This design comes from an exercise in tuning for small area, a short achievable clock period and few clock cycles per item on the open sky130 flow, not from production work. At most, simulation tests tie the RTL to the original design; equivalence was not proved. Power and IR drop assume default switching activity.

// Complex_Multiplier
module Complex_Multiplier (
	input clk,
	input rst,
	input signed  [7:0] Re_in_1,
	input signed  [7:0] Im_in_1,
	input signed  [7:0] Re_in_2,
	input signed  [7:0] Im_in_2,
	input signed  [1:0] data_valid_in,
	output signed [15:0] Re_out,
	output signed [15:0] Im_out,
	output signed [1:0] data_valid_out
);
clock: 5.0 ns
lec_check: 0
cap_margin: 20
core_margin: 2
core_utilization: 60
cts_buf_list: sky130_fd_sc_hd__clkbuf_4 sky130_fd_sc_hd__clkbuf_8
setup_slack_margin: 1.2
slew_margin: 20
synth_hierarchical: 1
standard.sh (not shown) runs the stock make flow with config.mk's settings and CLKGATE_MAP_FILE= SYNTH_SCRIPT=/design/flow/synth_recipe.tcl, a recipe that flattens the netlist after the stock synthesis.
==> flow/flow/run.sh <==
#!/bin/bash
# The standard ORFS flow (standard.sh) with two changes:
#  - port buffers are sky130_fd_sc_hd__buf_2 cells instead of the default
#    delay buffers;
#  - before floorplanning, combinational cells start at drive strength 1
#    (flow/downsize.tcl); the flow's repair steps upsize where needed.
# Each tool's log stays under orfs/logs/; make's own output goes to run_make.log.
set -euo pipefail
here=$(pwd)
bash standard.sh \
  "BUFFER_PORTS_ARGS=-buffer_cell sky130_fd_sc_hd__buf_2" \
  "PRE_FLOORPLAN_TCL=$here/flow/downsize.tcl" \
  finish > run_make.log 2>&1
==> flow/flow/downsize.tcl <==
# PRE_FLOORPLAN hook: start every combinational cell of the synthesized netlist
# at drive strength 1; the flow's own repair steps upsize cells where timing
# or slew needs it. Flip-flops keep the cell synthesis gave them.
set n_down 0
foreach inst [get_cells *] {
  set ref [get_property $inst ref_name]
  if { [regexp {^(sky130_fd_sc_hd__[a-z0-9]+)_([0-9]+)$} $ref -> base size] } {
    if { $size <= 1 || [string match "*__df*" $base] || [string match "*__conb*" $base] } {
      continue
    }
    set cand [get_lib_cells -quiet */${base}_1]
    if { [llength $cand] > 0 } {
      replace_cell $inst [lindex $cand 0]
      incr n_down
    }
  }
}
puts "downsize.tcl: $n_down cells set to drive strength 1"
The baseline completed with no timing, DRC or antenna violations.
Testbench counts at the start, summed over its fixed seeds: cycles 2,400, items 2,400.
Change:
==> flow/flow/run.sh (replaced) <==
#!/bin/bash
# The standard ORFS flow (standard.sh) with these changes:
#  - port buffers are sky130_fd_sc_hd__buf_2 cells instead of the default
#    delay buffers;
#  - before floorplanning, combinational cells start at drive strength 1
#    (flow/downsize.tcl); the flow's repair steps upsize where needed;
#  - extra make variables, one per line, from flow/make_args.txt if present.
# Each tool's log stays under orfs/logs/; make's own output goes to run_make.log.
set -euo pipefail
here=$(pwd)
extra=()
if [[ -f flow/make_args.txt ]]; then
  while IFS= read -r line; do
    [[ -n "$line" ]] && extra+=("$line")
  done < flow/make_args.txt
fi
bash standard.sh \
  "BUFFER_PORTS_ARGS=-buffer_cell sky130_fd_sc_hd__buf_2" \
  "PRE_FLOORPLAN_TCL=$here/flow/downsize.tcl" \
  "${extra[@]}" \
  finish > run_make.log 2>&1
Settings changed: CTS_BUF_LIST sky130_fd_sc_hd__clkbuf_4 sky130_fd_sc_hd__clkbuf_8 to sky130_fd_sc_hd__clkbuf_8.
Result:
- via count does not change
- worst hold slack stays the same
- power is unchanged
- core utilization is unchanged
Change:
Settings changed: CTS_BUF_LIST sky130_fd_sc_hd__clkbuf_8 to sky130_fd_sc_hd__clkbuf_4 sky130_fd_sc_hd__clkbuf_8.
Outcome: Clock power hardly moves. Fmax is unchanged. Total power does not change.
Change:
Settings changed: CTS_BUF_LIST sky130_fd_sc_hd__clkbuf_4 sky130_fd_sc_hd__clkbuf_8 to sky130_fd_sc_hd__clkbuf_2 sky130_fd_sc_hd__clkbuf_4.
Effect: Clock-buffer cell count stays the same. Cell area fell by 0.69%. Clock power fell by 18%. Combinational power rose by about 1%. Global-route usage stays flat. Final cell count rose by 0.54%. Hold slack gets worse by 100 ps. Die area stays the same. Core utilization fell by 0.48 points.

* * *

## run 1
Another version of the RTL of Complex_Multiplier (not shown whole).
For scale: about 70 I/O pins.
Settings: LEC_CHECK=0, CAP_MARGIN=20, CORE_MARGIN=2, CORE_UTILIZATION=40, CTS_BUF_LIST=sky130_fd_sc_hd__clkbuf_4 sky130_fd_sc_hd__clkbuf_8, SETUP_SLACK_MARGIN=1.2, SLEW_MARGIN=20, SYNTH_HIERARCHICAL=1; clock period 5.0 ns.
==> flow/flow/run.sh <==
#!/bin/bash
# The standard ORFS flow (standard.sh) with two changes:
#  - port buffers are sky130_fd_sc_hd__buf_2 cells instead of the default
#    delay buffers;
#  - before floorplanning, combinational cells start at drive strength 1
#    (flow/downsize.tcl); the flow's repair steps upsize where needed.
# Each tool's log stays under orfs/logs/; make's own output goes to run_make.log.
set -euo pipefail
here=$(pwd)
bash standard.sh \
  "BUFFER_PORTS_ARGS=-buffer_cell sky130_fd_sc_hd__buf_2" \
  "PRE_FLOORPLAN_TCL=$here/flow/downsize.tcl" \
  finish > run_make.log 2>&1
Scripts as last shown in full above: flow/flow/downsize.tcl
Testbench counts of run 1, summed over its fixed seeds: cycles 2,400, items 2,400.
What run 2 does differently from run 1 at the input level:
# run 1
export LEC_CHECK = 0
export CAP_MARGIN = 20
export CORE_MARGIN = 2
export CORE_UTILIZATION = 40
export CTS_BUF_LIST = sky130_fd_sc_hd__clkbuf_4 sky130_fd_sc_hd__clkbuf_8
export SETUP_SLACK_MARGIN = 1.2
export SLEW_MARGIN = 20
export SYNTH_HIERARCHICAL = 1
create_clock -name core_clock -period 5.0 [get_ports {clk}]
# run 2
export LEC_CHECK = 0
export CAP_MARGIN = 20
export CORE_MARGIN = 2
export CORE_UTILIZATION = 40
export SLEW_MARGIN = 20
export SYNTH_HIERARCHICAL = 1
create_clock -name core_clock -period 5.0 [get_ports {clk}]
==> notes.md <==
Side by side, transition time at the pin with the least slew margin turned out higher in run 2 than in run 1. From run 1 to run 2 the numbers moved as follows: sequential share of layout area went up 0.53 points, final design area excluding fillers went down 3.5%, routed wire length went down about 3.7%, final total power went up 62 uW. Run 1 → run 2: standby leakage power has decreased; non-clock buffer instance count of the final layout decreased by 8 relative to the old numbers; largest net degree at the start of global routing shows an increase of about 30%. For the share of total power in combinational logic, run 2 came in 2.5 points lower than run 1 did.

* * *

Another version of the RTL of Complex_Multiplier (not shown whole).
Size: roughly 680 cells after synthesis, roughly 70 I/O pins.
Settings: LEC_CHECK=0, CAP_MARGIN=20, CORE_MARGIN=2, CORE_UTILIZATION=55, CTS_BUF_LIST=sky130_fd_sc_hd__clkbuf_4 sky130_fd_sc_hd__clkbuf_8, SETUP_SLACK_MARGIN=1.2, SLEW_MARGIN=20, SYNTH_HIERARCHICAL=1; clock period 5.0 ns.
Scripts as last shown in full above: flow/flow/run.sh, flow/flow/downsize.tcl
Edit:
CORE_UTILIZATION = 75   (was 55)
=> The new run went through all stages and came out clean. Total power came out higher by roughly a tenth. Worst setup slack is worse by 0.18 ns. Fmax drops by a few percent. Wire length came out higher by a quarter to a third. Design area goes up slightly. Count of clock-buffer cells in the layout came out higher by 1. Core utilization rises by 28 points. Cell count came out lower by a few percent.
Edit:
CORE_UTILIZATION = 60   (was 75)
SETUP_SLACK_MARGIN = 1.0   (was 1.2)
After rerunning: The changed run completed with no timing, DRC or antenna violations. Setup slack gains 0.012 ns. Utilization fell by 24 points. Cell area goes down by a few percent. Final cell count goes down slightly. Worst hold slack got worse by 0.016 ns. Global-route usage fell by 13 points.
Edit:
==> flow/flow/run.sh (replaced) <==
#!/bin/bash
# The standard ORFS flow (standard.sh) with these changes:
#  - port buffers are sky130_fd_sc_hd__buf_2 cells instead of the default
#    delay buffers;
#  - before floorplanning, combinational cells start at drive strength 1
#    (flow/downsize.tcl); the flow's repair steps upsize where needed;
#  - extra make variables, one per line, from flow/make_args.txt if present.
# Each tool's log stays under orfs/logs/; make's own output goes to run_make.log.
set -euo pipefail
here=$(pwd)
extra=()
if [[ -f flow/make_args.txt ]]; then
  while IFS= read -r line; do
    [[ -n "$line" ]] && extra+=("$line")
  done < flow/make_args.txt
fi
bash standard.sh \
  "BUFFER_PORTS_ARGS=-buffer_cell sky130_fd_sc_hd__buf_2" \
  "PRE_FLOORPLAN_TCL=$here/flow/downsize.tcl" \
  "${extra[@]}" \
  finish > run_make.log 2>&1
==> flow/flow/make_args.txt (new file) <==
RECOVER_POWER=100
SETUP_SLACK_MARGIN = 1.5   (was 1.0)
Via count goes up by 8.3%.
Die area stays the same.
Setup slack got worse by 0.32 ns.
Sequential cell count does not change.
Total power goes up by 6.1%.
Sequential share of layout area goes down by 1.7 points.
Edit:
==> flow/flow/run.sh (replaced) <==
#!/bin/bash
# The standard ORFS flow (standard.sh) with two changes:
#  - port buffers are sky130_fd_sc_hd__buf_2 cells instead of the default
#    delay buffers;
#  - before floorplanning, combinational cells start at drive strength 1
#    (flow/downsize.tcl); the flow's repair steps upsize where needed.
# Each tool's log stays under orfs/logs/; make's own output goes to run_make.log.
set -euo pipefail
here=$(pwd)
bash standard.sh \
  "BUFFER_PORTS_ARGS=-buffer_cell sky130_fd_sc_hd__buf_2" \
  "PRE_FLOORPLAN_TCL=$here/flow/downsize.tcl" \
  finish > run_make.log 2>&1
SETUP_SLACK_MARGIN = 1.1   (was 1.5)
removed: flow/flow/make_args.txt
=>
- via count fell by 5.9%
- wire length went down by 10%
- setup slack improves by 0.41 ns
Edit:
CORE_UTILIZATION = 65   (was 60)
SETUP_SLACK_MARGIN = 1.2   (was 1.1)
What happened: Worst setup slack improved by 0.044 ns. Power is lower slightly. Clock-buffer cell count is lower by 2. Cell area climbs slightly. Sequential share of layout area falls by 0.19 points. Maximum frequency increases slightly. Global-route usage climbs by 2.8 points. Wire length came out lower slightly. Utilization rises by 7.9 points. Worst hold slack is worse by 0.0075 ns.
No functional check of the RTL was part of any run of this note.

* * *

RTL: one of the versions met above, not the one the previous note started from.
Size in the first run: ~70 I/O pins.
export LEC_CHECK = 0
export CAP_MARGIN = 20
export CORE_MARGIN = 2
export CORE_UTILIZATION = 40
export CTS_BUF_LIST = sky130_fd_sc_hd__clkbuf_4 sky130_fd_sc_hd__clkbuf_8
export SLEW_MARGIN = 20
export SYNTH_HIERARCHICAL = 1
create_clock -name core_clock -period 5.0 [get_ports {clk}]
==> flow/flow/run.sh <==
#!/bin/bash
# The standard ORFS flow (standard.sh) with two changes:
#  - port buffers are sky130_fd_sc_hd__buf_2 cells instead of the default
#    delay buffers;
#  - before floorplanning, combinational cells start at drive strength 1
#    (flow/downsize.tcl); the flow's repair steps upsize where needed.
# Each tool's log stays under orfs/logs/; make's own output goes to run_make.log.
set -euo pipefail
here=$(pwd)
bash standard.sh \
  "BUFFER_PORTS_ARGS=-buffer_cell sky130_fd_sc_hd__buf_2" \
  "PRE_FLOORPLAN_TCL=$here/flow/downsize.tcl" \
  finish > run_make.log 2>&1
Scripts as last shown in full above: flow/flow/downsize.tcl
The starting point ran to the end with no violations.
Testbench counts at the start, summed over its fixed seeds: cycles 2,400, items 2,400.
Next try:
--- a/flow/config.mk
+++ b/flow/config.mk
@@ -11,2 +11,3 @@
 export CTS_BUF_LIST = sky130_fd_sc_hd__clkbuf_4 sky130_fd_sc_hd__clkbuf_8
+export SETUP_SLACK_MARGIN = 1.6
 export SLEW_MARGIN = 20
The new run ran to the end with no violations.
Maximum frequency is higher by 20%.
Wire length grows by about 10%.
Clock-buffer cell count goes down by 3.
Clock power falls by 15%.
Global-route usage is higher by 1.9 points.
Design area grows by 15%.
Core utilization came out higher by 6.8 points.

static timing again, ports no longer ideal:
In the flow no input, the clock included, has a driving cell. The finished layouts below were timed again as built, in two steps.
Step 1, drivers: a clkbuf_16 drives clk and a buf_2 each remaining input, both assumed.
Step 2 also shifts input and output timing later by t, the mid clock arrival at the registers, as if the neighbouring blocks saw the same clock.
Slacks: no drivers / after step 1 / after step 2; pairs: no drivers / after step 1.
run	shift t [ns]	setup slack, ns	hold WS [ns]	worst register clock-pin slew, ns
the first run of note 1	0.398	1.290 / 1.292 / 0.894	0.775 / 0.761 / 1.159	0.07 / 0.07
the second run of note 1	0.398	1.290 / 1.292 / 0.894	0.775 / 0.761 / 1.159	0.07 / 0.07
the third run of note 1	0.398	1.290 / 1.292 / 0.894	0.775 / 0.761 / 1.159	0.07 / 0.07
the fourth run of note 1	0.486	1.287 / 1.296 / 0.809	0.672 / 0.661 / 1.147	0.11 / 0.11
run 1	0.401	1.265 / 1.216 / 0.815	0.783 / 0.768 / 1.169	0.07 / 0.07
run 2	0.378	0.828 / 0.842 / 0.464	0.805 / 0.790 / 1.168	0.05 / 0.05
the first run of note 3	0.393	1.279 / 1.291 / 0.898	0.786 / 0.779 / 1.172	0.07 / 0.07
the second run of note 3	0.381	1.102 / 1.056 / 0.676	0.805 / 0.801 / 1.182	0.08 / 0.08
the third run of note 3	0.389	1.113 / 1.127 / 0.738	0.789 / 0.775 / 1.164	0.07 / 0.07
the fourth run of note 3	0.397	0.796 / 0.808 / 0.411	0.788 / 0.778 / 1.175	0.08 / 0.08
the fifth run of note 3	0.389	1.207 / 1.211 / 0.822	0.792 / 0.782 / 1.171	0.07 / 0.07
the sixth run of note 3	0.392	1.252 / 1.266 / 0.874	0.785 / 0.775 / 1.167	0.07 / 0.07
the first run of note 4	0.396	0.834 / 0.844 / 0.449	0.777 / 0.766 / 1.162	0.07 / 0.07
the second run of note 4	0.406	1.541 / 1.487 / 1.081	0.772 / 0.758 / 1.164	0.07 / 0.07
After both steps every run listed still meets setup and hold. The setup slack of the fourth run of note 1, which loses most, moves by +0.009 ns with the drivers and by -0.478 ns with both steps.
